What follows belongs to an exercise in optimizing a design on an open flow for small area; a production flow would make more cautious choices.
The RTL was checked by simulation tests, not by an equivalence proof against the original design.
Power is estimated from default activity; no workload was simulated.

// MBF
module MBF(CLK, RESET, IN_VALID, IN_DATA, X_DATA, Y_DATA, OUT_VALID);
Size: about 1100 cells after synthesis, ~230 flip-flops, about 43 I/O pins.
Settings: LEC_CHECK=0, CAP_MARGIN=20, CORE_MARGIN=2, CORE_UTILIZATION=50, CTS_BUF_LIST=sky130_fd_sc_hd__clkbuf_8, CTS_CLUSTER_DIAMETER=50, CTS_CLUSTER_SIZE=20, SLEW_MARGIN=20, SYNTH_HIERARCHICAL=1; clock period 7.0 ns.
standard.sh (not shown) runs the stock make flow with config.mk's settings and CLKGATE_MAP_FILE= SYNTH_SCRIPT=/design/flow/synth_recipe.tcl, a recipe that flattens the netlist after the stock synthesis.
==> flow/flow/run.sh <==
#!/bin/bash
# The standard layout, with the port buffers that global placement inserts made from the
# smallest buffer cell, resizer changes from timing-driven placement not kept, and clock
# tree synthesis without dummy loads. The make output goes to
# flow_make.log; ORFS keeps each step's own log under orfs/logs/.
set -euo pipefail
export BUFFER_PORTS_ARGS="-buffer_cell sky130_fd_sc_hd__buf_1"
export GPL_KEEP_OVERFLOW=0
export CTS_ARGS="-sink_clustering_enable -repair_clock_nets -dont_use_dummy_load -buf_list sky130_fd_sc_hd__clkbuf_8 -sink_clustering_size 28 -sink_clustering_max_diameter 60"
bash standard.sh finish > flow_make.log 2>&1
Change:
==> flow/flow/run.sh (replaced) <==
#!/bin/bash
# The standard layout, with the port buffers that global placement inserts made from the
# smallest buffer cell, and clock tree synthesis without dummy loads. The make output goes to
# flow_make.log; ORFS keeps each step's own log under orfs/logs/.
set -euo pipefail
export BUFFER_PORTS_ARGS="-buffer_cell sky130_fd_sc_hd__buf_1"
export CTS_ARGS="-sink_clustering_enable -repair_clock_nets -dont_use_dummy_load -buf_list sky130_fd_sc_hd__clkbuf_16 -sink_clustering_size 30 -sink_clustering_max_diameter 60"
bash standard.sh finish > flow_make.log 2>&1
=> Final cell count came out higher by 2.0%; final area increases by 2.5%; combinational power barely changes; setup slack gains 0.0079 ns; global-route usage grows by 0.62 points; register-to-register slack barely changes; core utilization increases by 1.3 points.

========
the baseline:
MBF again, from the RTL that the note above started with.
==> flow/config.mk <==
export PLATFORM = sky130hd
export DESIGN_NAME = MBF
export DESIGN_NICKNAME = MBF
export VERILOG_FILES = /design/flow/design.v
export SDC_FILE = /design/flow/constraint.sdc
export NUM_CORES = 4
export LEC_CHECK = 0
export CAP_MARGIN = 20
export CORE_MARGIN = 2
export CORE_UTILIZATION = 50
export CTS_BUF_LIST = sky130_fd_sc_hd__clkbuf_8
export CTS_CLUSTER_DIAMETER = 50
export CTS_CLUSTER_SIZE = 20
export SLEW_MARGIN = 20
export SYNTH_HIERARCHICAL = 1
==> flow/constraint.sdc <==
create_clock -name core_clock -period 7.0 [get_ports {CLK}]
set_input_delay 1.4000 -clock core_clock [delete_from_list [all_inputs] [get_ports {CLK}]]
set_output_delay 1.4000 -clock core_clock [all_outputs]
set_load 0.01 [all_outputs]
==> flow/flow/run.sh <==
#!/bin/bash
# The standard layout, with the port buffers that global placement inserts made from the
# smallest buffer cell, and clock tree synthesis without dummy loads. The make output goes to
# flow_make.log; ORFS keeps each step's own log under orfs/logs/.
set -euo pipefail
export BUFFER_PORTS_ARGS="-buffer_cell sky130_fd_sc_hd__buf_1"
export CTS_ARGS="-sink_clustering_enable -repair_clock_nets -dont_use_dummy_load -buf_list sky130_fd_sc_hd__clkbuf_8 -sink_clustering_size 20 -sink_clustering_max_diameter 50"
bash standard.sh finish > flow_make.log 2>&1
The baseline | status: complete | timing, DRC, antenna: pass
> inputs changed (the baseline -> the candidate)
==> flow/flow/run.sh <==
#!/bin/bash
# The standard layout, with the port buffers that global placement inserts made from the
# smallest buffer cell, resizer changes from timing-driven placement not kept, and clock
# tree synthesis without dummy loads. The make output goes to
# flow_make.log; ORFS keeps each step's own log under orfs/logs/.
set -euo pipefail
export BUFFER_PORTS_ARGS="-buffer_cell sky130_fd_sc_hd__buf_1"
export GPL_KEEP_OVERFLOW=0
export CTS_ARGS="-sink_clustering_enable -repair_clock_nets -dont_use_dummy_load -buf_list sky130_fd_sc_hd__clkbuf_8 -sink_clustering_size 24 -sink_clustering_max_diameter 60"
bash standard.sh finish > flow_make.log 2>&1
Notes after the runs:
- On wire length on met2, the candidate tracks the baseline almost exactly.
- Detailed route, the candidate vs the baseline: via total lower for the candidate
- Re part of the power in the clock network: the candidate is 0.5 points down on the baseline.
- Comparing the candidate against the baseline, there is no change at all in number of slew-limit violations in the final report.
- The candidate does worse than the baseline on post-placement setup slack.
- Between the baseline and the candidate, the difference in top achievable clock speed is negligible.
- Re final cell area excluding filler cells: the candidate is 240 µm² down on the baseline.
- Comparing combinational share of power for the baseline and the candidate, the smaller number came from the baseline.
- The setup slack of the candidate is smaller than that of the baseline.

[what the ideal ports hide]
No port has a modelled driver above. Below, the same layouts with a new extraction and two added sets of constraints.
Step 1 (the two cells are an assumption about what drives the block):
set clk [get_ports {CLK}]
set_driving_cell -lib_cell sky130_fd_sc_hd__clkbuf_16 $clk
set_driving_cell -lib_cell sky130_fd_sc_hd__buf_2 [delete_from_list [all_inputs] $clk]
Step 2 also shifts input and output timing later by t, the mid clock arrival at the registers, as if the neighbouring blocks saw the same clock.
Slacks: no drivers / after step 1 / after step 2; pairs: no drivers / after step 1.
run	shift t [ns]	slack for setup (ns)	worst hold slack (ns)
the first run of note 1	0.607	0.211 / 0.211 / 0.211	0.375 / 0.375 / 0.375
the second run of note 1	0.545	0.219 / 0.219 / 0.219	0.374 / 0.374 / 0.374
the baseline	0.607	0.219 / 0.219 / 0.219	0.376 / 0.376 / 0.376
the candidate	0.607	0.211 / 0.211 / 0.211	0.375 / 0.375 / 0.375
After both steps every run listed still meets setup and hold.
